This is an optimization exercise on Yosys and OpenROAD, whose aim is small area, a short achievable clock period and few clock cycles, not a production implementation.
The RTL was checked by simulation tests, not by an equivalence proof against the original design.
The flow treats the clock pin as an ideal source, which a real chip does not have.
Power and IR drop assume default switching activity.

<file path="flow/config.mk">
export PLATFORM = sky130hd
export DESIGN_NAME = LOONG_ENC
export DESIGN_NICKNAME = LOONG_ENC
export VERILOG_FILES = /design/flow/design.v
export SDC_FILE = /design/flow/constraint.sdc
export NUM_CORES = 4
export LEC_CHECK = 0
export CAP_MARGIN = 20
export CORE_MARGIN = 2
export CORE_UTILIZATION = 40
export SLEW_MARGIN = 20
</file>
<file path="flow/constraint.sdc">
create_clock -name core_clock -period 5.0 [get_ports {clk}]
set_input_delay 1.0000 -clock core_clock [delete_from_list [all_inputs] [get_ports {clk}]]
set_output_delay 1.0000 -clock core_clock [all_outputs]
set_load 0.01 [all_outputs]
</file>
<file path="flow/design.v">
`timescale 1ns/1ps
module text_matrix (
    input  wire [63:0] text,
    input  wire [63:0] RKey,
    output wire [63:0] txt_matrix,
    output wire [63:0] key_matrix
);
genvar n;
generate
    for (n = 0; n < 16; n = n + 1) begin : g_cell
        assign txt_matrix[4*n +: 4] = text[4*(15-n) +: 4];
        assign key_matrix[4*n +: 4] = RKey[4*(15-n) +: 4];
    end
endgenerate
endmodule
`timescale 1ns/1ps
module round_const (
    input  wire [5:0]  j,
    output wire [63:0] round_cnst
);
reg [7:0] rc;
always @(*) begin
    case (j)
        6'd0:  rc = 8'h01;
        6'd1:  rc = 8'h03;
        6'd2:  rc = 8'h07;
        6'd3:  rc = 8'h0F;
        6'd4:  rc = 8'h1F;
        6'd5:  rc = 8'h3E;
        6'd6:  rc = 8'h3D;
        6'd7:  rc = 8'h3B;
        6'd8:  rc = 8'h37;
        6'd9:  rc = 8'h2F;
        6'd10: rc = 8'h1E;
        6'd11: rc = 8'h3C;
        6'd12: rc = 8'h39;
        6'd13: rc = 8'h33;
        6'd14: rc = 8'h27;
        6'd15: rc = 8'h0E;
        6'd16: rc = 8'h1D;
        6'd17: rc = 8'h3A;
        6'd18: rc = 8'h35;
        6'd19: rc = 8'h2B;
        6'd20: rc = 8'h16;
        6'd21: rc = 8'h2C;
        6'd22: rc = 8'h18;
        6'd23: rc = 8'h30;
        6'd24: rc = 8'h21;
        6'd25: rc = 8'h02;
        6'd26: rc = 8'h05;
        6'd27: rc = 8'h0B;
        6'd28: rc = 8'h17;
        6'd29: rc = 8'h2E;
        6'd30: rc = 8'h1C;
        6'd31: rc = 8'h38;
        6'd32: rc = 8'h31;
        default: rc = 8'h00;
    endcase
end
wire [3:0] hi = {1'b0, rc[5:3]};
wire [3:0] lo = {1'b0, rc[2:0]};
assign round_cnst = { lo, 4'd4, 4'd0, 4'd0, hi, 4'd2, 4'd0, 4'd0, lo, 4'd1, 4'd0, 4'd0, hi, 4'd0, 4'd0, 4'd0 };
endmodule
`timescale 1ns/1ps
module subcells (
    input  wire [63:0] in_matrix,
    output wire [63:0] out_matrix
);
function [3:0] s_box;
    input [3:0] x;
    begin
        case (x)
            4'h0: s_box = 4'hC;
            4'h1: s_box = 4'hA;
            4'h2: s_box = 4'hD;
            4'h3: s_box = 4'h3;
            4'h4: s_box = 4'hE;
            4'h5: s_box = 4'hB;
            4'h6: s_box = 4'hF;
            4'h7: s_box = 4'h7;
            4'h8: s_box = 4'h9;
            4'h9: s_box = 4'h8;
            4'hA: s_box = 4'h1;
            4'hB: s_box = 4'h5;
            4'hC: s_box = 4'h0;
            4'hD: s_box = 4'h2;
            4'hE: s_box = 4'h4;
            default: s_box = 4'h6;
        endcase
    end
endfunction
genvar m;
generate
    for (m = 0; m < 16; m = m + 1) begin : g_cell
        assign out_matrix[4*m +: 4] = s_box(in_matrix[4*m +: 4]);
    end
endgenerate
endmodule
`timescale 1ns/1ps
module Mixrow (
    input  wire [63:0] st_mixrow,
    output reg  [63:0] mixr_state
);
reg [3:0] mixrow_matrix [0:3][0:3];
reg [3:0] temp;
integer j, k, l;
function [3:0] galiosmultiplication;
    input [3:0] a, b;
    reg [3:0] ans;
    reg [3:0] temp_a;
    integer i;
    begin
        ans = 4'b0000;
        temp_a = a;
        for (i = 0; i < 4; i = i + 1) begin
            if (b[i] == 1'b1) begin
                ans = ans ^ temp_a;
            end
            if (temp_a[3] == 1'b1) begin
                temp_a = (temp_a << 1) ^ 4'h3;  
            end else begin
                temp_a = temp_a << 1;
            end
        end
        galiosmultiplication = ans;
    end
endfunction
always @(*) begin
    mixrow_matrix[0][0] = 4'd1;  mixrow_matrix[0][1] = 4'd4;  mixrow_matrix[0][2] = 4'd9;  mixrow_matrix[0][3] = 4'd13;
    mixrow_matrix[1][0] = 4'd4;  mixrow_matrix[1][1] = 4'd1;  mixrow_matrix[1][2] = 4'd13; mixrow_matrix[1][3] = 4'd9;
    mixrow_matrix[2][0] = 4'd9;  mixrow_matrix[2][1] = 4'd13; mixrow_matrix[2][2] = 4'd1;  mixrow_matrix[2][3] = 4'd4;
    mixrow_matrix[3][0] = 4'd13; mixrow_matrix[3][1] = 4'd9;  mixrow_matrix[3][2] = 4'd4;  mixrow_matrix[3][3] = 4'd1;
    mixr_state = 64'd0;
    for (j = 0; j < 4; j = j + 1) begin
        for (k = 0; k < 4; k = k + 1) begin
            temp = 4'b0000;
            for (l = 0; l < 4; l = l + 1) begin
                temp = temp ^ galiosmultiplication(st_mixrow[4*(4*j+l) +: 4], mixrow_matrix[l][k]);
            end
            mixr_state[4*(4*j+k) +: 4] = temp;
        end
    end
end
endmodule
`timescale 1ns/1ps
module Mixcoloumn (
    input  wire [63:0] st_mixcoloumn,
    output reg  [63:0] mixc_state
);
reg [3:0] mixcoloumn_matrix [0:3][0:3];
reg [3:0] temp;
integer j, k, l;
function [3:0] galiosmultiplication;
    input [3:0] a, b;
    reg [3:0] ans;
    reg [3:0] temp_a;
    integer i;
    begin
        ans = 4'b0000;
        temp_a = a;
        for (i = 0; i < 4; i = i + 1) begin
            if (b[i] == 1'b1) begin
                ans = ans ^ temp_a;
            end
            if (temp_a[3] == 1'b1) begin
                temp_a = (temp_a << 1) ^ 4'h3;  
            end else begin
                temp_a = temp_a << 1;
            end
        end
        galiosmultiplication = ans;
    end
endfunction
always @(*) begin
    mixcoloumn_matrix[0][0] = 4'd13; mixcoloumn_matrix[0][1] = 4'd9;  mixcoloumn_matrix[0][2] = 4'd4;  mixcoloumn_matrix[0][3] = 4'd1;
    mixcoloumn_matrix[1][0] = 4'd9;  mixcoloumn_matrix[1][1] = 4'd13; mixcoloumn_matrix[1][2] = 4'd1;  mixcoloumn_matrix[1][3] = 4'd4;
    mixcoloumn_matrix[2][0] = 4'd4;  mixcoloumn_matrix[2][1] = 4'd1;  mixcoloumn_matrix[2][2] = 4'd13; mixcoloumn_matrix[2][3] = 4'd9;
    mixcoloumn_matrix[3][0] = 4'd1;  mixcoloumn_matrix[3][1] = 4'd4;  mixcoloumn_matrix[3][2] = 4'd9;  mixcoloumn_matrix[3][3] = 4'd13;
    mixc_state = 64'd0;
    for (j = 0; j < 4; j = j + 1) begin
        for (k = 0; k < 4; k = k + 1) begin
            temp = 4'b0000;
            for (l = 0; l < 4; l = l + 1) begin
                temp = temp ^ galiosmultiplication(mixcoloumn_matrix[l][k], st_mixcoloumn[4*(4*j+l) +: 4]);
            end
            mixc_state[4*(4*j+k) +: 4] = temp;
        end
    end
end
endmodule
`timescale 1ns/1ps
module LOONG_ENC (
    input  wire        clk,
    input  wire        reset,         
    input  wire        start,
    input  wire [63:0] plaintext,
    input  wire [63:0] roundKey,
    output reg  [63:0] ciphertext,
    output reg         done
);
localparam [63:0] CIPHER_CONST = 64'h6407_1204_6107_1004;
wire [63:0] txt_m;
wire [63:0] key_m;
text_matrix matirx_form (
    .text(plaintext),
    .RKey(roundKey),
    .txt_matrix(txt_m),
    .key_matrix(key_m)
);
always @(posedge clk or negedge reset) begin
    if (~reset) done <= 1'b0;
    else        done <= start;
end
always @(posedge clk) begin
    ciphertext <= txt_m ^ key_m ^ CIPHER_CONST;
end
endmodule
</file>
<file path="flow/flow/run.sh">
#!/bin/bash
# Layout flow: the standard synthesis and flow, with small port buffers and
# output cells next to their pins (flow/place.tcl) and a one-level clock
# distribution (flow/clk.tcl) in place of the CTS tree.
# Each tool's output goes to its own log in the work folder.
set -euo pipefail
W=$(pwd)
bash standard.sh synth > "$W/synth.log" 2>&1
bash standard.sh \
  BUFFER_PORTS_ARGS="-buffer_cell sky130_fd_sc_hd__buf_1" \
  PRE_DETAIL_PLACE_TCL="$W/flow/place.tcl" \
  PRE_CTS_TCL="$W/flow/pre_cts.tcl" \
  CTS_ARGS="-buf_list sky130_fd_sc_hd__clkbuf_16 -root_buf sky130_fd_sc_hd__clkbuf_16 -dont_use_dummy_load" \
  finish > "$W/layout.log" 2>&1
</file>
<file path="flow/flow/clk.tcl">
# Clock distribution: the clock port drives ncl buffers, each at the centre of
# one group of registers; the groups split the registers, sorted along the axis
# on which they spread most, into runs of equal size.
proc my_clock_buffers { ncl cell } {
  set block [ord::get_db_block]
  set dbu [$block getDbUnitsPerMicron]
  set pins {}
  foreach p [get_pins -of_objects [get_nets clk] -filter "direction==input"] {
    set bb [[[sta::sta_to_db_pin $p] getInst] getBBox]
    lappend pins [list $p [expr {([$bb xMin] + [$bb xMax]) / 2.0 / $dbu}] \
                          [expr {([$bb yMin] + [$bb yMax]) / 2.0 / $dbu}]]
  }
  set xs [lmap e $pins {lindex $e 1}]
  set ys [lmap e $pins {lindex $e 2}]
  set dx [expr {[tcl::mathfunc::max {*}$xs] - [tcl::mathfunc::min {*}$xs]}]
  set dy [expr {[tcl::mathfunc::max {*}$ys] - [tcl::mathfunc::min {*}$ys]}]
  set pins [lsort -real -index [expr {$dx >= $dy ? 1 : 2}] $pins]
  set n [llength $pins]
  for {set k 0} {$k < $ncl} {incr k} {
    set es [lrange $pins [expr {$k * $n / $ncl}] [expr {($k + 1) * $n / $ncl - 1}]]
    set m [llength $es]
    if {$m == 0} continue
    set gx 0.0; set gy 0.0; set lp {}
    foreach e $es { lassign $e p x y; set gx [expr {$gx + $x}]; set gy [expr {$gy + $y}]; lappend lp $p }
    insert_buffer -buffer_cell $cell -net clk -load_pins $lp \
      -location [list [expr {$gx / $m}] [expr {$gy / $m}]] \
      -buffer_name clkbuf_$k -net_name clknet_$k
    puts "clock buffer clkbuf_$k: $m registers"
  }
  foreach net [$block getNets] {
    if {[string match clknet_* [$net getName]] || [$net getName] eq "clk"} { $net setSigType CLOCK }
  }
}
</file>
<file path="flow/flow/place.tcl">
# Runs before ORFS's detailed placement: each output port's buffer is moved to
# the core edge next to its pin, the register that drives it just inside, and
# the register's input gate inside that; detailed placement then legalizes.
set block [ord::get_db_block]
set core [$block getCoreArea]
set rowh 2720
proc my_driver {net} {
  foreach it [$net getITerms] { if {[$it isOutputSignal]} { return [$it getInst] } }
  return ""
}
proc my_input_driver {inst} {
  foreach it [$inst getITerms] {
    if {[$it isInputSignal] && [$it getNet] ne "NULL"} {
      set d [my_driver [$it getNet]]
      if {$d ne ""} { return $d }
    }
  }
  return ""
}
proc my_put {inst x y} {
  set m [$inst getMaster]
  $inst setLocation [expr {int($x - [$m getWidth] / 2)}] [expr {int($y - [$m getHeight] / 2)}]
  $inst setPlacementStatus PLACED
}
foreach bt [$block getBTerms] {
  if {[$bt getIoType] ne "OUTPUT"} continue
  set net [$bt getNet]
  set ob [my_driver $net]
  if {$ob eq ""} continue
  set ff [my_input_driver $ob]
  set bb [$bt getBBox]
  set px [expr {([$bb xMin] + [$bb xMax]) / 2}]
  set py [expr {([$bb yMin] + [$bb yMax]) / 2}]
  set x0 [$core xMin]; set x1 [$core xMax]; set y0 [$core yMin]; set y1 [$core yMax]
  set cx [expr {min(max($px, $x0 + 2000), $x1 - 2000)}]
  set cy [expr {min(max($py, $y0 + $rowh / 2), $y1 - $rowh / 2)}]
  # inward direction
  set d [list [expr {$px - $x0}] [expr {$x1 - $px}] [expr {$py - $y0}] [expr {$y1 - $py}]]
  set side [lsearch $d [tcl::mathfunc::min {*}$d]]
  switch $side {
    0 { set ux 1; set uy 0; set cx [expr {$x0 + 1000}] }
    1 { set ux -1; set uy 0; set cx [expr {$x1 - 1000}] }
    2 { set ux 0; set uy 1; set cy [expr {$y0 + $rowh / 2}] }
    3 { set ux 0; set uy -1; set cy [expr {$y1 - $rowh / 2}] }
  }
  set step [expr {$ux != 0 ? 4000 : $rowh}]
  my_put $ob $cx $cy
  if {$ff eq ""} continue
  my_put $ff [expr {$cx + $ux * 2 * $step}] [expr {$cy + $uy * $step}]
  set g [my_input_driver $ff]
  if {$g ne "" && ![string match input* [$g getName]]} {
    my_put $g [expr {$cx + $ux * 4 * $step}] [expr {$cy + $uy * 2 * $step}]
  }
}
</file>
<file path="flow/flow/pre_cts.tcl">
# Runs before ORFS's CTS step: build the clock distribution here (the clock
# port drives four buffers, each feeding the registers of one sector), after
# which clock_tree_synthesis finds the clock net already buffered and skips it.
source [file join [file dirname [info script]] clk.tcl]
my_clock_buffers 4 sky130_fd_sc_hd__clkbuf_16
</file>
<file path="flow/standard.sh">
#!/bin/bash
# synth_recipe.tcl (not shown) runs the flow's synth.tcl, then flattens the netlist and writes it again
# the make line also repeats each setting of config.mk as NAME=value (left out here)
make -C /OpenROAD-flow-scripts/flow DESIGN_CONFIG=/design/flow/config.mk WORK_HOME=/design/flow/orfs CLKGATE_MAP_FILE= SYNTH_SCRIPT=/design/flow/synth_recipe.tcl "${@:-finish}"
</file>
==> results of run 1 <==
-- worst min path at each step --
stage | slack, ns | endpoint | startpoint | cells after the start
final | 0.61 | done | reset | 1
after global routing | 0.61 | done | reset | 1
after CTS | 0.77 | done | reset | 1
after global placement | 0.76 | done | reset | 1
after floorplan | 0.70 | done | reset | 0
after detailed placement | 0.77 | done | reset | 1
-- metal layers --
metal  share of wire  track usage  vias up
met3            0.11       0.0403       10
met5               0            0        -
met2            0.56        0.347      108
met4           0.014       0.0294        0
met1            0.32        0.168      678
li1                -            -      785
-- stage by stage --
| stage | std cells | worst slack [ns] | utilization | total power [mW] | instance area (sq um) |
|---|---|---|---|---|---|
| floorplan | 129 | 3.62 | - | 0.660 | 1870 |
| global placement | 376 | 3.53 | 0.603 | 0.749 | 2660 |
| detailed placement | 376 | 3.53 | 0.603 | 0.753 | 2660 |
| CTS | 380 | 3.53 | 0.626 | 0.976 | 2760 |
| global route | 380 | 3.34 | 0.626 | 1.06 | 2760 |
| finish | 380 | 3.38 | 0.626 | 1.01 | 2760 |
-- layout by cell type (no fill, tap or decap) --
| cell | netlist | layout |
|---|---|---|
| buf_1 | 0 | 195 |
| dfxtp_1 | 64 | 64 |
| xor2_1 | 47 | 47 |
| xnor2_1 | 17 | 17 |
| clkbuf_16 | 0 | 4 |
| dfrtp_1 | 1 | 1 |
-- power by group through the flow --
stage | registers (mW) | logic, mW | clock network [mW]
final | 0.588 | 0.151 | 0.266
after global placement | 0.596 | 0.152 | 0
after CTS | 0.601 | 0.153 | 0.221
after floorplan | 0.628 | 0.0320 | 0
after detailed placement | 0.600 | 0.153 | 0
after global routing | 0.593 | 0.165 | 0.299
-- logic make-up (layout without fill, tap and decap cells) --
family / count (synthesis) / count (layout) / share of synthesized area
flops: 65 / 65 / 0.700
xor+xnor: 64 / 64 / 0.300
buf+inv: 0 / 199 / 0
-- sequential cells by signal, summed over array words and instances, names as in the netlist --
name        flops
ciphertext     64
done            1
-- final cells by class, clock buffers not listed --
type / count / area [sq um] / share of cell area
Multi-Input combinational cell: 64 / 561 / 0.203
Timing Repair Buffer: 195 / 732 / 0.265
Tap cell: 52 / 65.1 / 0.0235
Sequential cell: 65 / 1310 / 0.473
-- synth_stat cells --
master,number,area share
dfrtp_1,1,0.013
dfxtp_1,64,0.69
xnor2_1,17,0.080
xor2_1,47,0.22
==> key figures, run 1 <==
Hold path
  – Worst Hold Class: input port to async pin

Critical path
  – Crit path depth: 1
  – Startpoint types: flop
  – WP data required: 4.00 ns
  – Crit-path slowest cell: dfxtp_1
  – Crit path DAT: 0.62 ns
  – Buf+Inv Stages, Crit Path: 1
  – Crit Path Category: flop to output port
  – CP endpoint kind: output port
  – Crit-path leading delay family: flip-flops
  – Crit path launch: ciphertext[56]
  – CP cell instances: buf_1
  – Max Fanout on Critical Path: 1
  – CP peak stage delay: 0.33 ns
  – CP endpoint: ciphertext[56]

Power and ir drop
  – Maximum vdd ir drop: 0.000170 V
  – Internal power: 784 uW
  – Sequential share of power: 0.585
  – Clock power frac: 0.265
  – PwrDens: 364 nW/um^2
  – Leak Pwr: 1.07 nW
  – Sw Share: 0.220
  – Sw Pwr: 221 uW
  – Combinational share of power: 0.150

Global routing
  – Antenna violations before repair: 0
  – Gr usage total: 0.168
  – Vias in the first global route: 1559
  – Largest net degree at the start of global routing: 18
  – First-pass GRT wire length: 6.78 mm
  – Global route overflow: 0

Clock network
  – # hold bufs at CTS: 0
  – Clk slew on worst S/H paths: 0.07 ns
  – Post-CTS Resized: 0
  – Post-CTS setup buffers: 0

Yosys
  – Netlist cell types: 4
  – Post-synthesis cell area: 1870 sq um
  – Seq/Total Area, Yosys: 0.700
  – Register bit total from synthesis: 65
  – Synthesized area per cell: 14.5 sq um
  – Syn_nets: 260
  – Ys Warns: 1
  – Mapped Cells: 129

Placement
  – I/O Buffers: 195
  – Post-DP HPWL: 4.34 mm
  – GPL Wtd Cong: 0.791

Die
  – Chip height: 72.3 um
  – Initial core utilization: 0.423
  – Core area: 4410 sq um
  – Die area: 5230 sq um
  – Row Count: 24
  – I/O pin count: 196
  – Chip Width: 72.3 um

Cells and area
  – # fillers: 367
  – Share of cells above drive strength 1: 0.0122
  – Antenna cell count: 0
  – P&R area growth vs syn: 48.1%
  – Layout Nets: 461

Timing
  – Fin Hold WS: 0.612 ns
  – Setup TNS: 0 ns
  – Final Hold Viols: 0
  – Slew HR: 0.896
  – Max Freq: 0.616 GHz
  – Final max-slew violation count: 0
  – Final setup vio count: 0
  – RSZ-0062 raised after global routing: false
  – Crit path time final: 1.62 ns
  – Worst-margin pin slew: 0.155 ns
  – Final period utilization: 0.325

Route
  – Detailed Route WL: 5.02 mm
  – Final ANT Viol Nets: 0
  – Number of DRC markers after the initial detailed-route iteration: 30
  – DR WL/cell: 13.2 um
  – Vias: 1581
  – Drt drc: 0
  – TritonRoute pass-1 iters: 4
  – Routed vias/inst: 4.16

Run status
  – Run status: timing/DRC/antenna clean

Job
  – Max Cap Viol: 0
Testbench counts, summed over its fixed seeds: cycles 960.
==> run 2, diff against run 1 <==
--- a/flow/flow/run.sh
+++ b/flow/flow/run.sh
@@ -2,4 +2,3 @@
 # Layout flow: the standard synthesis and flow, with small port buffers and
-# output cells next to their pins (flow/place.tcl) and a one-level clock
-# distribution (flow/clk.tcl) in place of the CTS tree.
+# a one-level clock distribution (flow/clk.tcl) in place of the CTS tree.
 # Each tool's output goes to its own log in the work folder.
@@ -10,2 +9,3 @@
   BUFFER_PORTS_ARGS="-buffer_cell sky130_fd_sc_hd__buf_1" \
+  PRE_IO_PLACEMENT_TCL="$W/flow/pins.tcl" \
   PRE_DETAIL_PLACE_TCL="$W/flow/place.tcl" \
==> flow/flow/clk.tcl (replaced) <==
# Clock distribution: the clock port drives NCLK buffers, each at the centre
# of the registers of one sector of the die around the registers' centre.
proc my_clock_buffers { ncl cell } {
  set block [ord::get_db_block]
  set dbu [$block getDbUnitsPerMicron]
  set pins {}
  set xs 0.0; set ys 0.0
  foreach p [get_pins -of_objects [get_nets clk] -filter "direction==input"] {
    set inst [[sta::sta_to_db_pin $p] getInst]
    set bb [$inst getBBox]
    set x [expr {([$bb xMin] + [$bb xMax]) / 2.0 / $dbu}]
    set y [expr {([$bb yMin] + [$bb yMax]) / 2.0 / $dbu}]
    lappend pins [list $p $x $y]
    set xs [expr {$xs + $x}]; set ys [expr {$ys + $y}]
  }
  set n [llength $pins]
  set cx [expr {$xs / $n}]; set cy [expr {$ys / $n}]
  set pi 3.14159265358979
  set groups {}
  for {set g 0} {$g < $ncl} {incr g} { dict set groups $g {} }
  foreach e $pins {
    lassign $e p x y
    set a [expr {atan2($y - $cy, $x - $cx) + $pi}]
    set g [expr {int($a / (2 * $pi) * $ncl) % $ncl}]
    dict lappend groups $g $e
  }
  set k 0
  dict for {g es} $groups {
    if {[llength $es] == 0} continue
    set gx 0.0; set gy 0.0; set lp {}
    foreach e $es { lassign $e p x y; set gx [expr {$gx + $x}]; set gy [expr {$gy + $y}]; lappend lp $p }
    set m [llength $es]
    insert_buffer -buffer_cell $cell -net clk -load_pins $lp \
      -location [list [expr {$gx / $m}] [expr {$gy / $m}]] \
      -buffer_name clkbuf_$k -net_name clknet_$k
    puts "clock buffer clkbuf_$k: $m registers"
    incr k
  }
  foreach net [$block getNets] {
    if {[string match clknet_* [$net getName]] || [$net getName] eq "clk"} { $net setSigType CLOCK }
  }
}
==> flow/flow/pins.tcl (new file) <==
# Runs before ORFS's pin placement: the pins of each output bit and of the two
# input bits it is computed from sit side by side, so each bit's cells form a
# small slice at the die's edge. The slices go around the four edges.
proc my_slice {i} {
  set j [expr {4 * (15 - $i / 4) + $i % 4}]
  return [list "ciphertext\[$i\]" "plaintext\[$j\]" "roundKey\[$j\]"]
}
set edges {bottom right top left}
set counts {18 14 18 14}
set i 0
foreach e $edges c $counts {
  set names {}
  for {set k 0} {$k < $c} {incr k} { lappend names {*}[my_slice $i]; incr i }
  set_io_pin_constraint -group -order -pin_names $names
  set_io_pin_constraint -pin_names $names -region $e:*
}
==> flow/flow/place.tcl (replaced) <==
# Runs before ORFS's detailed placement: each output bit's cells are moved to
# a slice at the die's edge next to its pins (the port buffers at the edge,
# then the XOR, then the register), and detailed placement then legalizes.
set block [ord::get_db_block]
set core [$block getCoreArea]
proc my_driver {net} {
  if {$net eq "NULL"} { return "" }
  foreach it [$net getITerms] { if {[$it isOutputSignal]} { return [$it getInst] } }
  return ""
}
proc my_fanin {inst} {
  set r {}
  foreach it [$inst getITerms] {
    if {[$it isInputSignal] && ![$it isClocked]} {
      set d [my_driver [$it getNet]]
      if {$d ne ""} { lappend r $d }
    }
  }
  return $r
}
proc my_pin_xy {bt} {
  set bb [$bt getBBox]
  return [list [expr {([$bb xMin] + [$bb xMax]) / 2}] [expr {([$bb yMin] + [$bb yMax]) / 2}]]
}
# put inst with its centre at distance "along" on the edge and "depth" um inside the core
proc my_put {inst side along depth} {
  global core
  set m [$inst getMaster]
  set d [expr {int($depth * 1000)}]
  set x0 [$core xMin]; set x1 [$core xMax]; set y0 [$core yMin]; set y1 [$core yMax]
  switch $side {
    bottom { set x $along; set y [expr {$y0 + $d}] }
    top    { set x $along; set y [expr {$y1 - $d}] }
    left   { set x [expr {$x0 + $d}]; set y $along }
    right  { set x [expr {$x1 - $d}]; set y $along }
  }
  set x [expr {min(max($x, $x0 + [$m getWidth] / 2), $x1 - [$m getWidth] / 2)}]
  set y [expr {min(max($y, $y0 + [$m getHeight] / 2), $y1 - [$m getHeight] / 2)}]
  $inst setLocation [expr {int($x - [$m getWidth] / 2)}] [expr {int($y - [$m getHeight] / 2)}]
  $inst setPlacementStatus PLACED
}
proc my_side {xy} {
  global core
  lassign $xy px py
  set d [list [expr {abs($px - [$core xMin])}] [expr {abs([$core xMax] - $px)}] \
              [expr {abs($py - [$core yMin])}] [expr {abs([$core yMax] - $py)}]]
  return [lindex {left right bottom top} [lsearch $d [tcl::mathfunc::min {*}$d]]]
}
set k 0
foreach bt [$block getBTerms] {
  if {[$bt getIoType] ne "OUTPUT"} continue
  set ob [my_driver [$bt getNet]]
  if {$ob eq ""} continue
  set xy [my_pin_xy $bt]
  set side [my_side $xy]
  set along [expr {$side eq "bottom" || $side eq "top" ? [lindex $xy 0] : [lindex $xy 1]}]
  set vert [expr {$side eq "bottom" || $side eq "top"}]
  my_put $ob $side $along [expr {$vert ? 1.36 : 0.7}]
  set ff [lindex [my_fanin $ob] 0]
  if {$ff eq ""} continue
  my_put $ff $side $along [expr {$vert ? (($k % 2) ? 9.52 : 6.8) : 8.0}]
  incr k
  foreach g [my_fanin $ff] {
    if {[string match input* [$g getName]]} continue
    my_put $g $side $along [expr {$vert ? 4.08 : 3.0}]
    foreach ib [my_fanin $g] {
      if {![string match input* [$ib getName]]} continue
      # the input buffer goes next to its own pin
      foreach it [$ib getITerms] {
        if {![$it isInputSignal]} continue
        foreach b [[$it getNet] getBTerms] {
          set ixy [my_pin_xy $b]
          set iside [my_side $ixy]
          set ivert [expr {$iside eq "bottom" || $iside eq "top"}]
          my_put $ib $iside [expr {$ivert ? [lindex $ixy 0] : [lindex $ixy 1]}] [expr {$ivert ? 1.36 : 0.7}]
        }
      }
    }
  }
}
==> key figures, run 2 <==
Run status
  – Run status: aborted with a tool error
  – Fail Step: 3_5_place_dp
  – Tool Error: Error: detail_place.tcl, 5 can't read "core": no such variable

Yosys
  – Ys flop type: dfxtp_1
  – Count leader, synth: dfxtp_1
  – Post-synthesis cell area: 1870 sq um
  – EDFF count, synth: 0
  – Seq/Total Area, Yosys: 0.700
  – Top cell type's share of synthesized area: 0.686
  – Synth area leaders: dfxtp_1 69%, xor2_1 22%, xnor2_1 8.0%
  – Synth async-reset ratio: 0.0154
  – Ys Warns: 1
  – Dominant cell type by area after synthesis: dfxtp_1
  – Syn_nets: 260
  – Post-synth top cells: 64 x dfxtp_1, 47 x xor2_1, 17 x xnor2_1, 1 x dfrtp_1
  – Synthesized area per cell: 14.5 sq um
  – Register bit total from synthesis: 65
  – Netlist cell types: 4
  – Mapped Cells: 129

Placement
  – GPL Wtd Cong: 0.769
  – I/O Buffers: 195

Die
  – Row Count: 24
  – Chip height: 72.3 um
  – Initial core utilization: 0.423
  – I/O pin count: 196
  – Chip Width: 72.3 um
==> run 2: cell families after synthesis <==
logic type,synth area share
flops,0.700
xor+xnor,0.300
==> run 2: worst min-delay path by stage <==
stage	startpoint	end	slack [ns]	depth (start not counted)
after floorplan	reset	done	0.70	0
after global placement	reset	done	0.76	1
==> run 2: metrics by stage <==
stage	worst slack [ns]	cell area [sq um]	hold slack (ns)	std cells
after floorplan	3.62	1870	0.704	129
after global placement	3.52	2660	0.764	376
==> run 2: power by group through the flow <==
stage	combinational, mW	clock (mW)	sequential (mW)
after floorplan	0.0320	0	0.628
after global placement	0.156	0	0.596
==> run 3, diff against run 2 <==
--- a/flow/flow/place.tcl
+++ b/flow/flow/place.tcl
@@ -3,4 +3,4 @@
 # then the XOR, then the register), and detailed placement then legalizes.
-set block [ord::get_db_block]
-set core [$block getCoreArea]
+set ::my_block [ord::get_db_block]
+set ::my_core [$::my_block getCoreArea]
 proc my_driver {net} {
@@ -26,3 +26,3 @@
 proc my_put {inst side along depth} {
-  global core
+  set core $::my_core
   set m [$inst getMaster]
@@ -42,3 +42,3 @@
 proc my_side {xy} {
-  global core
+  set core $::my_core
   lassign $xy px py
@@ -49,3 +49,3 @@
 set k 0
-foreach bt [$block getBTerms] {
+foreach bt [$::my_block getBTerms] {
   if {[$bt getIoType] ne "OUTPUT"} continue
==> key figures, run 3 <==
Run status
  – Run status: timing/DRC/antenna clean

Route
  – Vias: 1579
  – Routed vias/inst: 4.16
  – TritonRoute pass-1 iters: 4
  – Number of DRC markers after the initial detailed-route iteration: 26
  – Detailed Route WL: 4.27 mm
  – Drt drc: 0
  – DR WL/cell: 11.2 um
  – Final ANT Viol Nets: 0

Yosys
  – Synthesized area per cell: 14.5 sq um
  – Register bit total from synthesis: 65
  – Synthesized-area fraction occupied by adder cells: 0
  – Netlist cell types: 4
  – Post-synthesis cell area: 1870 sq um
  – Top cell type's share of synthesized area: 0.686
  – Dominant cell type by area after synthesis: dfxtp_1
  – Synth area leaders: dfxtp_1 69%, xor2_1 22%, xnor2_1 8.0%
  – Ys flop type: dfxtp_1
  – Post-synth top cells: 64 x dfxtp_1, 47 x xor2_1, 17 x xnor2_1, 1 x dfrtp_1
  – Ys Warns: 1
  – Synth async-reset ratio: 0.0154
  – Mapped Cells: 129
  – Mux cell area share after synthesis: 0
  – Syn_nets: 260
  – Count leader, synth: dfxtp_1
  – Largest family of logic cells by synthesized area: XOR/XNOR gates
  – Seq/Total Area, Yosys: 0.700
  – Synth Area in Compound Gates: 0
  – Xor/xnor share of the synthesized area: 0.300
  – Simple-Gate Fraction of Synth Area: 0
  – EDFF count, synth: 0

Timing
  – Crit path time final: 1.65 ns
  – Final max-slew violation count: 0
  – Slew HR: 0.866
  – Final period utilization: 0.330
  – Fin Hold WS: 0.625 ns
  – RSZ-0062 raised after global routing: false
  – Max Freq: 0.606 GHz
  – Setup TNS: 0 ns
  – Final Hold Viols: 0
  – Worst-margin pin slew: 0.200 ns
  – Final setup vio count: 0

Global routing
  – Global route overflow: 0
  – First-pass GRT wire length: 6.09 mm
  – Largest net degree at the start of global routing: 20
  – Vias in the first global route: 1567
  – Gr usage total: 0.143
  – Antenna violations before repair: 0

Cells and area
  – Layout Nets: 461
  – P&R area growth vs syn: 48.1%
  – # fillers: 322
  – Regs by FF count: ciphertext x64, done x1
  – Leading cell types in the layout, fill and taps excluded: 195 x buf_1, 64 x dfxtp_1, 47 x xor2_1
  – Commonest non-fill, non-tap cell in the layout: buf_1
  – Max FFs per register: 64
  – Top reg by flops: ciphertext
  – Share of cells above drive strength 1: 0.0122
  – Antenna cell count: 0
  – Final core utilization: 0.626

Clock network
  – Post-CTS Resized: 0
  – Clk slew on worst S/H paths: 0.07 ns
  – Post-CTS setup buffers: 0
  – # hold bufs at CTS: 0

Critical path
  – Startpoint types: flop
  – Crit-path slowest cell: dfrtp_1
  – CP cell instances: buf_1
  – Crit path depth: 1
  – Crit path DAT: 0.65 ns
  – CP endpoint kind: output port
  – Max Fanout on Critical Path: 1
  – Buf+Inv Stages, Crit Path: 1
  – CP peak stage delay: 0.38 ns
  – Crit-path leading delay family: flip-flops
  – WP data required: 4.00 ns
  – Crit Path Category: flop to output port
  – Crit path launch: done

Power and ir drop
  – Leak Pwr: 1.07 nW
  – PwrDens: 360 nW/um^2
  – Pwr Total: 995 uW
  – Maximum vdd ir drop: 0.000279 V

Hold path
  – Worst Hold Class: input port to async pin

Placement
  – GPL Wtd Cong: 0.769
  – I/O Buffers: 195
  – Post-DP HPWL: 3.58 mm

Die
  – Die area: 5230 sq um
  – I/O pin count: 196
  – Initial core utilization: 0.423
  – Chip Width: 72.3 um
  – Row Count: 24
  – Chip height: 72.3 um
  – Core area: 4410 sq um

Job
  – Max Cap Viol: 0
-- run 3: cell counts after synthesis --
No cell type changed its count.
-- run 3: layer usage --
metal	GRT usage	wire, um
met1	0.127	1300
met2	0.302	2390
met3	0.0319	465
met4	0.0545	119
met5	0	0
-- run 3: cell families after synthesis --
family / after synthesis
xor gates and xnor gates: 64
DFF: 65
-- run 3: worst max path at each step --
stage	slack, ns	to
finish	3.35	done
global route	3.33	done
CTS	3.51	done
detailed placement	3.53	ciphertext[48]
global placement	3.52	ciphertext[5]
floorplan	3.62	done
-- run 3: layout make-up, clock buffers not listed --
| cell class | count | area, sq um | share of cell area |
|---|---|---|---|
| sequential | 65 | 1310 | 0.473 |
| timing repair buffer | 195 | 732 | 0.265 |
| multi-input combinational | 64 | 561 | 0.203 |
| tap | 52 | 65.1 | 0.0235 |
-- run 3: per-stage QoR --
step | area, sq um | std cells | setup slack (ns)
3_5_place_dp | 2660 | 376 | 3.53
6_report | 2760 | 380 | 3.35
4_1_cts | 2760 | 380 | 3.51
3_3_place_gp | 2660 | 376 | 3.52
5_1_grt | 2760 | 380 | 3.33
2_1_floorplan | 1870 | 129 | 3.62
-- run 3: power by group --
group | switching, mW | internal [mW]
clock | 0.112 | 0.143
combinational | 0.0832 | 0.0673
sequential | 0.0154 | 0.573
total | 0.211 | 0.784
==> run 4, diff against run 3 <==
--- a/flow/flow/run.sh
+++ b/flow/flow/run.sh
@@ -2,3 +2,4 @@
 # Layout flow: the standard synthesis and flow, with small port buffers and
-# a one-level clock distribution (flow/clk.tcl) in place of the CTS tree.
+# each output register and its port buffer next to the pin (flow/place.tcl)
+# and a one-level clock distribution (flow/clk.tcl) in place of the CTS tree.
 # Each tool's output goes to its own log in the work folder.
@@ -9,4 +10,4 @@
   BUFFER_PORTS_ARGS="-buffer_cell sky130_fd_sc_hd__buf_1" \
-  PRE_IO_PLACEMENT_TCL="$W/flow/pins.tcl" \
   PRE_DETAIL_PLACE_TCL="$W/flow/place.tcl" \
+  POST_DETAIL_PLACE_TCL="$W/flow/post_dp.tcl" \
   PRE_CTS_TCL="$W/flow/pre_cts.tcl" \
==> flow/flow/place.tcl (replaced) <==
# Runs before ORFS's detailed placement: each output port's buffer goes on the
# free row sites nearest its pin, and the register that drives it on the free
# sites nearest that buffer. These cells are held (FIRM) while detailed
# placement legalizes the others around them; post_dp.tcl releases them.
namespace eval my_place {
  variable occ
  variable rows
  variable sitew
  variable moved {}

  proc init {} {
    variable occ; variable rows; variable sitew
    set block [ord::get_db_block]
    set rows {}
    foreach row [$block getRows] {
      set o [$row getOrigin]
      set sitew [[$row getSite] getWidth]
      lappend rows [list $row [lindex $o 0] [lindex $o 1] [$row getSiteCount] [[$row getSite] getHeight]]
      set occ([$row getName]) {}
    }
    # fixed cells (tap cells) block their sites
    foreach inst [$block getInsts] {
      if {[$inst isFixed]} { block_inst $inst }
    }
  }

  proc block_inst {inst} {
    variable occ; variable rows; variable sitew
    set bb [$inst getBBox]
    foreach r $rows {
      lassign $r row x0 y0 n h
      if {[$bb yMin] < $y0 + $h && [$bb yMax] > $y0} {
        set s [expr {([$bb xMin] - $x0) / $sitew}]
        set e [expr {([$bb xMax] - $x0 + $sitew - 1) / $sitew}]
        lappend occ([$row getName]) [list $s $e]
      }
    }
  }

  proc free {name s e} {
    variable occ
    foreach iv $occ($name) {
      if {$s < [lindex $iv 1] && $e > [lindex $iv 0]} { return 0 }
    }
    return 1
  }

  # place inst on the free sites nearest to the point (tx, ty), its centre
  proc put {inst tx ty} {
    variable occ; variable rows; variable sitew; variable moved
    set m [$inst getMaster]
    set w [expr {([$m getWidth] + $sitew - 1) / $sitew}]
    set best {}
    foreach r $rows {
      lassign $r row x0 y0 n h
      set dy [expr {abs($y0 + $h / 2 - $ty)}]
      if {$best ne "" && $dy >= [lindex $best 0]} continue
      set s0 [expr {int(round(($tx - $x0) / double($sitew) - $w / 2.0))}]
      for {set d 0} {$d < $n} {incr d} {
        set hit ""
        foreach s [list [expr {$s0 - $d}] [expr {$s0 + $d}]] {
          if {$s < 0 || $s + $w > $n} continue
          if {[free [$row getName] $s [expr {$s + $w}]]} { set hit $s; break }
        }
        if {$hit ne ""} break
        if {$best ne "" && $d * $sitew + $dy >= [lindex $best 0]} break
      }
      if {$hit eq ""} continue
      set cost [expr {abs($x0 + ($hit + $w / 2.0) * $sitew - $tx) + $dy}]
      if {$best eq "" || $cost < [lindex $best 0]} { set best [list $cost $row $x0 $y0 $hit $w] }
    }
    if {$best eq ""} { return 0 }
    lassign $best cost row x0 y0 s w
    $inst setOrient [$row getOrient]
    $inst setLocation [expr {$x0 + $s * $sitew}] $y0
    $inst setPlacementStatus FIRM
    lappend occ([$row getName]) [list $s [expr {$s + $w}]]
    lappend moved [$inst getName]
    return 1
  }

  proc driver {net} {
    if {$net eq "NULL"} { return "" }
    foreach it [$net getITerms] { if {[$it isOutputSignal]} { return [$it getInst] } }
    return ""
  }

  proc run {} {
    variable moved
    init
    set block [ord::get_db_block]
    set core [$block getCoreArea]
    set pairs {}
    foreach bt [$block getBTerms] {
      if {[$bt getIoType] ne "OUTPUT"} continue
      set ob [driver [$bt getNet]]
      if {$ob eq ""} continue
      set ff ""
      foreach it [$ob getITerms] { if {[$it isInputSignal]} { set ff [driver [$it getNet]] } }
      set bb [$bt getBBox]
      set px [expr {([$bb xMin] + [$bb xMax]) / 2}]
      set py [expr {([$bb yMin] + [$bb yMax]) / 2}]
      # the pin's point clamped into the core
      set tx [expr {min(max($px, [$core xMin]), [$core xMax])}]
      set ty [expr {min(max($py, [$core yMin]), [$core yMax])}]
      lappend pairs [list $ob $ff $tx $ty]
    }
    foreach p $pairs {
      lassign $p ob ff tx ty
      put $ob $tx $ty
    }
    foreach p $pairs {
      lassign $p ob ff tx ty
      if {$ff eq "" || ![string match *__df* [[$ff getMaster] getName]]} continue
      set bb [$ob getBBox]
      put $ff [expr {([$bb xMin] + [$bb xMax]) / 2}] [expr {([$bb yMin] + [$bb yMax]) / 2}]
    }
    puts "my_place: held [llength $moved] cells next to the output pins"
  }
}
my_place::run
==> flow/flow/post_dp.tcl (new file) <==
# Runs after ORFS's detailed placement: release the cells place.tcl held.
foreach inst [[ord::get_db_block] getInsts] {
  if {[$inst getPlacementStatus] eq "FIRM"} { $inst setPlacementStatus PLACED }
}
removed: flow/flow/pins.tcl
==> key figures, run 4 <==
Die
  – Row Count: 24
  – I/O pin count: 196
  – Core area: 4410 sq um
  – Die area: 5230 sq um
  – Initial core utilization: 0.423
  – Chip height: 72.3 um
  – Chip Width: 72.3 um

Power and ir drop
  – Sw Share: 0.214
  – Combinational share of power: 0.150
  – Leak Pwr: 1.07 nW
  – Clock power frac: 0.260
  – PwrDens: 361 nW/um^2
  – Sw Pwr: 213 uW
  – Maximum vdd ir drop: 0.000213 V
  – Internal power: 784 uW
  – Sequential share of power: 0.590
  – Pwr Total: 997 uW

Critical path
  – Crit-path slowest cell: dfxtp_1
  – Crit path DAT: 0.62 ns
  – Buf+Inv Stages, Crit Path: 1
  – CP endpoint kind: output port
  – CP cell instances: buf_1
  – WP data required: 4.00 ns
  – Crit Path Category: flop to output port
  – Max Fanout on Critical Path: 1
  – Startpoint types: flop
  – CP peak stage delay: 0.33 ns
  – Crit-path leading delay family: flip-flops

Route
  – Routed vias/inst: 4.12
  – DR WL/cell: 12.7 um
  – Drt drc: 0
  – Number of DRC markers after the initial detailed-route iteration: 8
  – TritonRoute pass-1 iters: 4
  – Final ANT Viol Nets: 0
  – Detailed Route WL: 4.83 mm
  – Vias: 1565

Timing
  – Final setup vio count: 0
  – Max Freq: 0.618 GHz
  – RSZ-0062 raised after global routing: false
  – Slew HR: 0.867
  – Final max-slew violation count: 0
  – Crit path time final: 1.62 ns
  – Final Hold Viols: 0
  – Worst-margin pin slew: 0.198 ns
  – Final period utilization: 0.324
  – Setup TNS: 0 ns

Yosys
  – EDFF count, synth: 0
  – Seq/Total Area, Yosys: 0.700
  – Post-synth top cells: 64 x dfxtp_1, 47 x xor2_1, 17 x xnor2_1, 1 x dfrtp_1
  – Netlist cell types: 4
  – Count leader, synth: dfxtp_1
  – Dominant cell type by area after synthesis: dfxtp_1
  – Ys Warns: 1
  – Register bit total from synthesis: 65
  – Synthesized area per cell: 14.5 sq um
  – Synth async-reset ratio: 0.0154
  – Top cell type's share of synthesized area: 0.686
  – Post-synthesis cell area: 1870 sq um
  – Syn_nets: 260
  – Mapped Cells: 129
  – Ys flop type: dfxtp_1
  – Synth area leaders: dfxtp_1 69%, xor2_1 22%, xnor2_1 8.0%

Hold path
  – Worst Hold Class: input port to async pin

Cells and area
  – Layout Nets: 461
  – Commonest non-fill, non-tap cell in the layout: buf_1
  – Antenna cell count: 0
  – Share of cells above drive strength 1: 0.0122
  – FF/Latch Area: 1310 sq um
  – P&R area growth vs syn: 48.1%
  – Leading cell types in the layout, fill and taps excluded: 195 x buf_1, 64 x dfxtp_1, 47 x xor2_1
  – Fin area: 2760 sq um
  – Regs by FF count: ciphertext x64, done x1
  – Max FFs per register: 64
  – Footprint of the multi-input gates: 561 sq um
  – Top reg by flops: ciphertext
  – # fillers: 321

Job
  – Max Cap Viol: 0

Clock network
  – Post-CTS Resized: 0
  – # hold bufs at CTS: 0
  – Clk slew on worst S/H paths: 0.07 ns
  – Post-CTS setup buffers: 0

Global routing
  – Antenna violations before repair: 0
  – First-pass GRT wire length: 7.27 mm
  – Vias in the first global route: 1603
  – Largest net degree at the start of global routing: 19
  – Gr usage total: 0.173
  – Global route overflow: 0

Placement
  – GPL Wtd Cong: 0.791
  – Placed cell area: 2660 sq um
  – Post-DP HPWL: 4.32 mm
  – I/O Buffers: 195

Run status
  – Run status: timing/DRC/antenna clean
[run 4: logic make-up after synthesis]
logic type	count (synthesis)	synth area share
DFF	65	0.700
xor gates and xnor gates	64	0.300
[run 4: layout make-up, clock buffers not listed]
type	count	area share
well taps	52	0.0235
multi-input cells	64	0.203
repair buffers	195	0.265
flip-flops and latches	65	0.473
[run 4: path summary, 6_finish.rpt]
| path | depth (start not counted) | from | to | slack (ns) |
|---|---|---|---|---|
| max in group asynchronous | 1 | reset | done | 4.30 |
| setup / recovery | 1 | ciphertext[4] | ciphertext[4] | 3.38 |
| min in group core_clock | 1 | start | done | 0.96 |
| hold / removal | 1 | reset | done | 0.61 |
[run 4: metal layers]
layer	global-route usage	up-vias	routed length, um
met1	0.176	675	1560
met3	0.0306	7	474
met5	0	-	0
met4	0.0273	0	70
met2	0.363	98	2720
li1	-	785	-
[run 4: power groups by stage]
stage          Clock [mW]  Combinational [mW]  Sequential, mW
3_5_place_dp            0               0.151           0.600
2_1_floorplan           0              0.0320           0.628
6_report            0.259               0.150           0.588
3_3_place_gp            0               0.152           0.596
4_1_cts             0.221               0.152           0.600
5_1_grt             0.286               0.166           0.593
[run 4: stage by stage]
stage	hold slack, ns	util	worst slack [ns]	instances
after detailed placement	0.766	0.603	3.55	376
after global routing	0.613	0.626	3.34	380
after global placement	0.764	0.603	3.53	376
after CTS	0.766	0.626	3.53	380
final	0.608	0.626	3.38	380
after floorplan	0.704	-	3.62	129
==> run 5, diff against run 4 <==
--- a/flow/flow/clk.tcl
+++ b/flow/flow/clk.tcl
@@ -2,4 +2,6 @@
 # of the registers of one sector of the die around the registers' centre.
+source [file join [file dirname [info script]] sites.tcl]
 proc my_clock_buffers { ncl cell } {
   set block [ord::get_db_block]
+  my_sites::init 0
   set dbu [$block getDbUnitsPerMicron]
@@ -35,2 +37,4 @@
       -buffer_name clkbuf_$k -net_name clknet_$k
+    # on the free sites nearest the group's centre, so that no cell moves
+    my_sites::put [$block findInst clkbuf_$k] [expr {int($gx / $m * $dbu)}] [expr {int($gy / $m * $dbu)}] PLACED
     puts "clock buffer clkbuf_$k: $m registers"
==> flow/flow/place.tcl (replaced) <==
# Runs before ORFS's detailed placement: each output port's buffer goes on the
# free row sites nearest its pin, and the register that drives it on the free
# sites nearest that buffer. These cells are held (FIRM) while detailed
# placement legalizes the others around them; post_dp.tcl releases them.
source [file join [file dirname [info script]] sites.tcl]
namespace eval my_place {
  proc driver {net} {
    if {$net eq "NULL"} { return "" }
    foreach it [$net getITerms] { if {[$it isOutputSignal]} { return [$it getInst] } }
    return ""
  }

  proc run {} {
    my_sites::init 1
    set block [ord::get_db_block]
    set core [$block getCoreArea]
    set pairs {}
    foreach bt [$block getBTerms] {
      if {[$bt getIoType] ne "OUTPUT"} continue
      set ob [driver [$bt getNet]]
      if {$ob eq ""} continue
      set ff ""
      foreach it [$ob getITerms] { if {[$it isInputSignal]} { set ff [driver [$it getNet]] } }
      set bb [$bt getBBox]
      set px [expr {([$bb xMin] + [$bb xMax]) / 2}]
      set py [expr {([$bb yMin] + [$bb yMax]) / 2}]
      # the pin's point clamped into the core
      set tx [expr {min(max($px, [$core xMin]), [$core xMax])}]
      set ty [expr {min(max($py, [$core yMin]), [$core yMax])}]
      lappend pairs [list $ob $ff $tx $ty]
    }
    foreach p $pairs {
      lassign $p ob ff tx ty
      my_sites::put $ob $tx $ty FIRM
    }
    foreach p $pairs {
      lassign $p ob ff tx ty
      if {$ff eq "" || ![string match *__df* [[$ff getMaster] getName]]} continue
      set bb [$ob getBBox]
      my_sites::put $ff [expr {([$bb xMin] + [$bb xMax]) / 2}] [expr {([$bb yMin] + [$bb yMax]) / 2}] FIRM
    }
    puts "my_place: held [llength $my_sites::moved] cells next to the output pins"
  }
}
my_place::run
==> flow/flow/sites.tcl (new file) <==
# Free-site search on the placement rows, shared by place.tcl and clk.tcl.
namespace eval my_sites {
  variable occ
  variable rows
  variable sitew
  variable moved {}

  # every placed cell (or, with fixed_only, every fixed cell) blocks its sites
  proc init {fixed_only} {
    variable occ; variable rows; variable sitew; variable moved
    set block [ord::get_db_block]
    set rows {}
    set moved {}
    array unset occ
    foreach row [$block getRows] {
      set o [$row getOrigin]
      set sitew [[$row getSite] getWidth]
      lappend rows [list $row [lindex $o 0] [lindex $o 1] [$row getSiteCount] [[$row getSite] getHeight]]
      set occ([$row getName]) {}
    }
    foreach inst [$block getInsts] {
      if {[$inst isFixed] || (!$fixed_only && [$inst isPlaced])} { block_inst $inst }
    }
  }
  proc block_inst {inst} {
    variable occ; variable rows; variable sitew
    set bb [$inst getBBox]
    foreach r $rows {
      lassign $r row x0 y0 n h
      if {[$bb yMin] < $y0 + $h && [$bb yMax] > $y0} {
        set s [expr {([$bb xMin] - $x0) / $sitew}]
        set e [expr {([$bb xMax] - $x0 + $sitew - 1) / $sitew}]
        lappend occ([$row getName]) [list $s $e]
      }
    }
  }

  proc free {name s e} {
    variable occ
    foreach iv $occ($name) {
      if {$s < [lindex $iv 1] && $e > [lindex $iv 0]} { return 0 }
    }
    return 1
  }

  # place inst on the free sites nearest to the point (tx, ty), its centre
  proc put {inst tx ty status} {
    variable occ; variable rows; variable sitew; variable moved
    set m [$inst getMaster]
    set w [expr {([$m getWidth] + $sitew - 1) / $sitew}]
    set best {}
    foreach r $rows {
      lassign $r row x0 y0 n h
      set dy [expr {abs($y0 + $h / 2 - $ty)}]
      if {$best ne "" && $dy >= [lindex $best 0]} continue
      set s0 [expr {int(round(($tx - $x0) / double($sitew) - $w / 2.0))}]
      for {set d 0} {$d < $n} {incr d} {
        set hit ""
        foreach s [list [expr {$s0 - $d}] [expr {$s0 + $d}]] {
          if {$s < 0 || $s + $w > $n} continue
          if {[free [$row getName] $s [expr {$s + $w}]]} { set hit $s; break }
        }
        if {$hit ne ""} break
        if {$best ne "" && $d * $sitew + $dy >= [lindex $best 0]} break
      }
      if {$hit eq ""} continue
      set cost [expr {abs($x0 + ($hit + $w / 2.0) * $sitew - $tx) + $dy}]
      if {$best eq "" || $cost < [lindex $best 0]} { set best [list $cost $row $x0 $y0 $hit $w] }
    }
    if {$best eq ""} { return 0 }
    lassign $best cost row x0 y0 s w
    $inst setOrient [$row getOrient]
    $inst setLocation [expr {$x0 + $s * $sitew}] $y0
    $inst setPlacementStatus $status
    lappend occ([$row getName]) [list $s [expr {$s + $w}]]
    lappend moved [$inst getName]
    return 1
  }

}
==> key figures, run 5 <==
Die
  – Initial core utilization: 0.423
  – Chip height: 72.3 um
  – Row Count: 24
  – Chip Width: 72.3 um
  – I/O pin count: 196

Yosys
  – Post-synth top cells: 64 x dfxtp_1, 47 x xor2_1, 17 x xnor2_1, 1 x dfrtp_1
  – Ys flop type: dfxtp_1
  – Synthesized area per cell: 14.5 sq um
  – Register bit total from synthesis: 65
  – Synth area leaders: dfxtp_1 69%, xor2_1 22%, xnor2_1 8.0%
  – Dominant cell type by area after synthesis: dfxtp_1
  – Netlist cell types: 4
  – Seq/Total Area, Yosys: 0.700
  – Syn_nets: 260
  – Synth async-reset ratio: 0.0154
  – Mapped Cells: 129
  – EDFF count, synth: 0
  – Top cell type's share of synthesized area: 0.686
  – Ys Warns: 1
  – Post-synthesis cell area: 1870 sq um
  – Count leader, synth: dfxtp_1

Placement
  – Post-DP HPWL: 4.32 mm
  – GPL Wtd Cong: 0.791
  – Placed cell area: 2660 sq um
  – I/O Buffers: 195
  – Setup slack at placement: 3.55 ns

Run status
  – Run status: aborted with a tool error
  – Fail Step: 4_1_cts
  – Tool Error: Error: cts.tcl, 6 invalid command name "NULL"
run 5: metrics by stage:
step | cells | util
floorplan | 129 | -
global placement | 376 | 0.603
detailed placement | 376 | 0.603
run 5: power by group through the flow:
| stage | combinational, mW | clock (mW) | sequential (mW) |
|---|---|---|---|
| detailed placement | 0.151 | 0 | 0.600 |
| global placement | 0.152 | 0 | 0.596 |
| floorplan | 0.0320 | 0 | 0.628 |
run 5: cells by family after synthesis:
family / share of synthesized area
DFF: 0.700
xor gates and xnor gates: 0.300
run 5: how the worst min path moves through the flow:
stage	startpoint	end	depth (start not counted)
2_1_floorplan	reset	done	0
3_5_place_dp	reset	done	1
3_3_place_gp	reset	done	1
==> run 6, diff against run 5 <==
--- a/flow/flow/clk.tcl
+++ b/flow/flow/clk.tcl
@@ -34,7 +34,7 @@
     set m [llength $es]
-    insert_buffer -buffer_cell $cell -net clk -load_pins $lp \
+    set buf [insert_buffer -buffer_cell $cell -net clk -load_pins $lp \
       -location [list [expr {$gx / $m}] [expr {$gy / $m}]] \
-      -buffer_name clkbuf_$k -net_name clknet_$k
+      -buffer_name clkbuf_$k -net_name clknet_$k]
     # on the free sites nearest the group's centre, so that no cell moves
-    my_sites::put [$block findInst clkbuf_$k] [expr {int($gx / $m * $dbu)}] [expr {int($gy / $m * $dbu)}] PLACED
+    my_sites::put [$block findInst [get_full_name $buf]] [expr {int($gx / $m * $dbu)}] [expr {int($gy / $m * $dbu)}] PLACED
     puts "clock buffer clkbuf_$k: $m registers"
==> key figures, run 6 <==
Run status
  – Run status: timing/DRC/antenna clean

Timing
  – Max Freq: 0.621 GHz
  – Worst-margin pin slew: 0.203 ns
  – RSZ-0062 raised after global routing: false
  – Crit path time final: 1.61 ns
  – Setup TNS: 0 ns
  – Final setup vio count: 0
  – Final max-slew violation count: 0
  – Final Hold Viols: 0
  – Final period utilization: 0.322
  – Slew HR: 0.864

Route
  – Detailed Route WL: 4.77 mm
  – Final ANT Viol Nets: 0
  – TritonRoute pass-1 iters: 4
  – Number of DRC markers after the initial detailed-route iteration: 10
  – Routed vias/inst: 4.11
  – DR WL/cell: 12.5 um
  – Vias: 1561
  – Drt drc: 0

Die
  – Core area: 4410 sq um
  – Chip Width: 72.3 um
  – Die area: 5230 sq um
  – I/O pin count: 196
  – Initial core utilization: 0.423
  – Row Count: 24
  – Chip height: 72.3 um

Cells and area
  – Final core utilization: 0.626
  – Max FFs per register: 64
  – Top reg by flops: ciphertext
  – Commonest non-fill, non-tap cell in the layout: buf_1
  – P&R area growth vs syn: 48.1%
  – Layout Nets: 461
  – Leading cell types in the layout, fill and taps excluded: 195 x buf_1, 64 x dfxtp_1, 47 x xor2_1
  – Regs by FF count: ciphertext x64, done x1
  – Antenna cell count: 0
  – Share of cells above drive strength 1: 0.0122

Job
  – Max Cap Viol: 0

Critical path
  – CP cell instances: buf_1
  – CP endpoint kind: output port
  – Startpoint types: flop
  – CP peak stage delay: 0.32 ns
  – Crit-path slowest cell: dfxtp_1
  – Crit path DAT: 0.61 ns
  – Crit Path Category: flop to output port
  – Crit-path leading delay family: flip-flops
  – WP data required: 4.00 ns
  – Buf+Inv Stages, Crit Path: 1
  – Max Fanout on Critical Path: 1

Yosys
  – Register bit total from synthesis: 65
  – Synth area leaders: dfxtp_1 69%, xor2_1 22%, xnor2_1 8.0%
  – Netlist cell types: 4
  – Ys flop type: dfxtp_1
  – Mapped Cells: 129
  – Seq/Total Area, Yosys: 0.700
  – Syn_nets: 260
  – EDFF count, synth: 0
  – Synth async-reset ratio: 0.0154
  – Ys Warns: 1
  – Post-synth top cells: 64 x dfxtp_1, 47 x xor2_1, 17 x xnor2_1, 1 x dfrtp_1
  – Synthesized area per cell: 14.5 sq um
  – Top cell type's share of synthesized area: 0.686
  – Dominant cell type by area after synthesis: dfxtp_1
  – Post-synthesis cell area: 1870 sq um
  – Count leader, synth: dfxtp_1

Global routing
  – Vias in the first global route: 1596
  – Largest net degree at the start of global routing: 19
  – First-pass GRT wire length: 7.18 mm
  – Gr usage total: 0.170
  – Global route overflow: 0
  – Antenna violations before repair: 0

Power and ir drop
  – Maximum vdd ir drop: 0.000223 V
  – Leak Pwr: 1.07 nW
  – PwrDens: 361 nW/um^2

Placement
  – I/O Buffers: 195
  – Post-DP HPWL: 4.32 mm
  – GPL Wtd Cong: 0.791

Hold path
  – Worst Hold Class: input port to async pin

Clock network
  – # hold bufs at CTS: 0
  – Post-CTS setup buffers: 0
  – Clk slew on worst S/H paths: 0.07 ns
  – Post-CTS Resized: 0
==> run 6: per-stage QoR <==
| stage | setup slack, ns | hold WS, ns | instance area [sq um] | power (mW) | cells |
|---|---|---|---|---|---|
| after floorplan | 3.62 | 0.704 | 1870 | 0.660 | 129 |
| after global placement | 3.53 | 0.764 | 2660 | 0.749 | 376 |
| after detailed placement | 3.55 | 0.766 | 2660 | 0.751 | 376 |
| after CTS | 3.55 | 0.766 | 2760 | 0.972 | 380 |
| after global routing | 3.36 | 0.613 | 2760 | 1.05 | 380 |
| final | 3.39 | 0.608 | 2760 | 0.999 | 380 |
==> run 6: final cells by class, clock buffers not listed <==
class	instances	area, sq um
repair buffers	195	732
flip-flops and latches	65	1310
fillers	319	1650
well taps	52	65.1
multi-input cells	64	561
==> run 6: kinds of logic (layout without fill, tap and decap cells) <==
family	count (synthesis)	after routing	share of synthesized area
buffers and inverters	0	199	0
flip-flops	65	65	0.700
XOR/XNOR	64	64	0.300
==> run 6: power breakdown <==
part	total, mW	switching (mW)	internal, mW
sequential	0.587	0.0141	0.573
combinational	0.150	0.0821	0.0674
clock	0.262	0.118	0.143
==> run 6: final timing paths <==
| path | slack [ns] | end | from | cells past startpoint |
|---|---|---|---|---|
| hold / removal | 0.61 | done | reset | 1 |
| setup / recovery | 3.39 | ciphertext[61] | ciphertext[61] | 1 |
| max in group asynchronous | 4.30 | done | reset | 1 |
| min in group core_clock | 0.96 | done | start | 1 |
==> run 6: metal layers <==
metal	routed length, um	global-route usage	up-vias
met3	498	0.0278	4
met2	2700	0.357	100
met5	0	0	-
li1	-	-	786
met1	1530	0.176	671
met4	38	0.0252	0
==> run 7, diff against run 6 <==
--- a/flow/flow/run.sh
+++ b/flow/flow/run.sh
@@ -2,3 +2,4 @@
 # Layout flow: the standard synthesis and flow, with small port buffers and
-# each output register and its port buffer next to the pin (flow/place.tcl)
+# output pins spread evenly (flow/pins.tcl), each output register and its
+# port buffer next to the pin (flow/place.tcl)
 # and a one-level clock distribution (flow/clk.tcl) in place of the CTS tree.
@@ -10,2 +11,3 @@
   BUFFER_PORTS_ARGS="-buffer_cell sky130_fd_sc_hd__buf_1" \
+  PRE_IO_PLACEMENT_TCL="$W/flow/pins.tcl" \
   PRE_DETAIL_PLACE_TCL="$W/flow/place.tcl" \
==> flow/flow/pins.tcl (new file) <==
# Runs before ORFS's pin placement: the output pins are spread evenly around
# the die's four edges (each in a 1 um window), so that every output's
# register and port buffer can sit right next to its pin (place.tcl). The
# input pins are left to place_pins.
set die [[ord::get_db_block] getDieArea]
set dbu [[ord::get_db_block] getDbUnitsPerMicron]
set w [expr {[$die dx] / double($dbu)}]
set h [expr {[$die dy] / double($dbu)}]
set outs {done}
for {set i 0} {$i < 64} {incr i} { lappend outs "ciphertext\[$i\]" }
set n [llength $outs]
set per [list [expr {($n + 3) / 4}] [expr {($n + 2) / 4}] [expr {($n + 1) / 4}] [expr {$n / 4}]]
set k 0
foreach edge {bottom right top left} cnt $per {
  set len [expr {$edge eq "bottom" || $edge eq "top" ? $w : $h}]
  for {set j 0} {$j < $cnt} {incr j} {
    set c [expr {$len * ($j + 0.5) / $cnt}]
    set_io_pin_constraint -pin_names [list [lindex $outs $k]] \
      -region $edge:[format %.2f [expr {$c - 0.5}]]-[format %.2f [expr {$c + 0.5}]]
    incr k
  }
}
==> key figures, run 7 <==
Yosys
  – Synth async-reset ratio: 0.0154
  – EDFF count, synth: 0
  – Post-synth top cells: 64 x dfxtp_1, 47 x xor2_1, 17 x xnor2_1, 1 x dfrtp_1
  – Dominant cell type by area after synthesis: dfxtp_1
  – Mapped Cells: 129
  – Syn_nets: 260
  – Ys flop type: dfxtp_1
  – Netlist cell types: 4
  – Synth area leaders: dfxtp_1 69%, xor2_1 22%, xnor2_1 8.0%
  – Count leader, synth: dfxtp_1
  – Synthesized area per cell: 14.5 sq um
  – Post-synthesis cell area: 1870 sq um
  – Seq/Total Area, Yosys: 0.700
  – Ys Warns: 1
  – Register bit total from synthesis: 65
  – Top cell type's share of synthesized area: 0.686

Die
  – Chip Width: 72.3 um
  – Initial core utilization: 0.423
  – Chip height: 72.3 um
  – Row Count: 24

Run status
  – Fail Step: 3_2_place_iop
  – Tool Error: [ERROR PPL-0076] Constraint with 1 pins on region 1.63um-2.63um on the BOTTOM edge does not have available slots.
  – Run status: aborted with a tool error
[run 7: logic make-up after synthesis]
kind of cell  synth area share
flip-flops               0.700
XOR/XNOR                 0.300
==> run 8, diff against run 7 <==
--- a/flow/flow/pins.tcl
+++ b/flow/flow/pins.tcl
@@ -16,5 +16,5 @@
   for {set j 0} {$j < $cnt} {incr j} {
-    set c [expr {$len * ($j + 0.5) / $cnt}]
+    set c [expr {4.0 + ($len - 8.0) * ($j + 0.5) / $cnt}]
     set_io_pin_constraint -pin_names [list [lindex $outs $k]] \
-      -region $edge:[format %.2f [expr {$c - 0.5}]]-[format %.2f [expr {$c + 0.5}]]
+      -region $edge:[format %.2f [expr {$c - 0.7}]]-[format %.2f [expr {$c + 0.7}]]
     incr k
==> key figures, run 8 <==
Timing
  – RSZ-0062 raised after global routing: false
  – Crit path time final: 1.63 ns
  – Fin Hold WS: 0.662 ns
  – Worst-margin pin slew: 0.395 ns
  – Setup TNS: 0 ns
  – Final Hold Viols: 0
  – Final period utilization: 0.327
  – Max Freq: 0.612 GHz
  – Final setup vio count: 0
  – Final max-slew violation count: 0
  – Slew HR: 0.735

Die
  – Row Count: 24
  – Die area: 5230 sq um
  – Core area: 4410 sq um
  – I/O pin count: 196
  – Chip Width: 72.3 um
  – Initial core utilization: 0.423
  – Chip height: 72.3 um

Clock network
  – Clk slew on worst S/H paths: 0.07 ns
  – Post-CTS Resized: 0
  – Post-CTS setup buffers: 0
  – # hold bufs at CTS: 0

Global routing
  – Largest net degree at the start of global routing: 18
  – Vias in the first global route: 1699
  – First-pass GRT wire length: 9.58 mm
  – Grt peak-use layer: met2
  – Routing usage on met2: 0.493
  – Gr usage total: 0.263
  – Met3 Track Usage GR: 0.0444
  – Global Route met1 Usage: 0.319
  – Global route overflow: 0
  – Antenna violations before repair: 1

Cells and area
  – Commonest non-fill, non-tap cell in the layout: buf_1
  – Non-Filler Instances: 380
  – P&R area growth vs syn: 48.1%
  – Share of cells above drive strength 1: 0.0122
  – FF/Latch Area: 1310 sq um
  – Max FFs per register: 64
  – Leading cell types in the layout, fill and taps excluded: 195 x buf_1, 64 x dfxtp_1, 47 x xor2_1
  – # fillers: 327
  – Antenna cell count: 0
  – Regs by FF count: ciphertext x64, done x1
  – Layout Nets: 461
  – Top reg by flops: ciphertext
  – Footprint of the multi-input gates: 561 sq um

Power and ir drop
  – Pwr Total: 1.02 mW
  – PwrDens: 370 nW/um^2
  – Leak Pwr: 1.07 nW
  – Maximum vdd ir drop: 0.000304 V
  – Internal power: 785 uW
  – Sw Pwr: 237 uW
  – Combinational share of power: 0.170
  – Clock power frac: 0.253
  – Sw Share: 0.232
  – Sequential share of power: 0.577

Yosys
  – Register bit total from synthesis: 65
  – Seq/Total Area, Yosys: 0.700
  – Synth area leaders: dfxtp_1 69%, xor2_1 22%, xnor2_1 8.0%
  – Ys Warns: 1
  – Ys flop type: dfxtp_1
  – Top cell type's share of synthesized area: 0.686
  – Netlist cell types: 4
  – EDFF count, synth: 0
  – Dominant cell type by area after synthesis: dfxtp_1
  – Post-synth top cells: 64 x dfxtp_1, 47 x xor2_1, 17 x xnor2_1, 1 x dfrtp_1
  – Synth async-reset ratio: 0.0154
  – Post-synthesis cell area: 1870 sq um
  – Syn_nets: 260
  – Count leader, synth: dfxtp_1
  – Mapped Cells: 129
  – Synthesized area per cell: 14.5 sq um

Route
  – Vias: 1644
  – Drt drc: 0
  – TritonRoute pass-1 iters: 4
  – DR WL/cell: 18.8 um
  – Detailed Route WL: 7.14 mm
  – Routed vias/inst: 4.33
  – Final ANT Viol Nets: 0
  – Number of DRC markers after the initial detailed-route iteration: 75

Critical path
  – CP peak stage delay: 0.38 ns
  – Startpoint types: flop
  – CP cell instances: buf_1
  – Max Fanout on Critical Path: 1
  – Crit-path leading delay family: flip-flops
  – WP data required: 4.00 ns
  – Buf+Inv Stages, Crit Path: 1
  – Crit path DAT: 0.63 ns
  – Crit Path Category: flop to output port
  – Crit-path slowest cell: dfrtp_1
  – CP endpoint kind: output port

Placement
  – I/O Buffers: 195
  – GPL Wtd Cong: 0.736
  – Placed insts: 376
  – Post-DP HPWL: 6.61 mm

Hold path
  – Worst Hold Class: input port to async pin

Run status
  – Run status: timing/DRC/antenna clean

Job
  – Max Cap Viol: 0
-- run 8: cell counts after synthesis --
No cell type changed its count.
-- run 8: worst paths after layout --
check / start / to / cells past startpoint
min: reset / done / 1
max in group asynchronous: reset / done / 1
min in group core_clock: start / done / 1
max: done / done / 1
-- run 8: power by group through the flow --
stage               combinational (mW)  sequential (mW)  clock [mW]
finish                           0.174            0.590       0.258
global route                     0.188            0.593       0.284
CTS                              0.177            0.601       0.221
detailed placement               0.176            0.601           0
global placement                 0.168            0.606           0
floorplan                       0.0320            0.628           0
-- run 8: per-layer routing --
layer	share of wire	vias to the layer above	wire length, um
li1	-	785	-
met2	0.53	122	3760
met4	0.019	2	136
met3	0.089	14	632
met5	0.0018	-	13
met1	0.36	721	2590
-- run 8: final cells by class, clock buffers not listed --
| class | instances | share of cell area |
|---|---|---|
| multi-input combinational | 64 | 0.203 |
| sequential | 65 | 0.473 |
| tap | 52 | 0.0235 |
| timing repair buffer | 195 | 0.265 |
-- run 8: cells by family (layout without fill, tap and decap cells) --
group,count (synthesis),in the layout,synth area share
flip-flops,65,65,0.700
buffers and inverters,0,199,0
XOR/XNOR,64,64,0.300
-- run 8: through the flow --
stage	instance area [sq um]	worst slack [ns]	utilization
CTS	2760	3.38	0.626
global placement	2660	3.42	0.603
finish	2760	3.37	0.626
detailed placement	2660	3.38	0.603
floorplan	1870	3.62	-
global route	2760	3.35	0.626

afterwards: timing with drivers on the ports:
No port has a modelled driver above. Below, the same layouts with a new extraction and two added sets of constraints. Step 1: set_driving_cell puts a clkbuf_16 on clk and a buf_2 on each other input, an assumption about the parent block. Step 2 also shifts input and output timing later by t, the mid clock arrival at the registers, as if the neighbouring blocks saw the same clock. a / b / c = ideal ports / drivers / drivers and shift; a / b = the first two.
| run | t (ns) | setup slack, ns | worst setup path after step 2 | pins driven straight from the clock port |
|---|---|---|---|---|
| run 1 | 0.198 | 3.376 / 3.314 / 3.511 | register to output | 4 |
| run 3 | 0.199 | 3.350 / 3.281 / 3.479 | register to output | 4 |
| run 4 | 0.200 | 3.381 / 3.314 / 3.514 | register to output | 4 |
| run 6 | 0.198 | 3.389 / 3.325 / 3.522 | register to output | 4 |
| run 8 | 0.202 | 3.367 / 3.296 / 3.371 | input to register | 4 |
After both steps setup and hold are still met in every run listed.
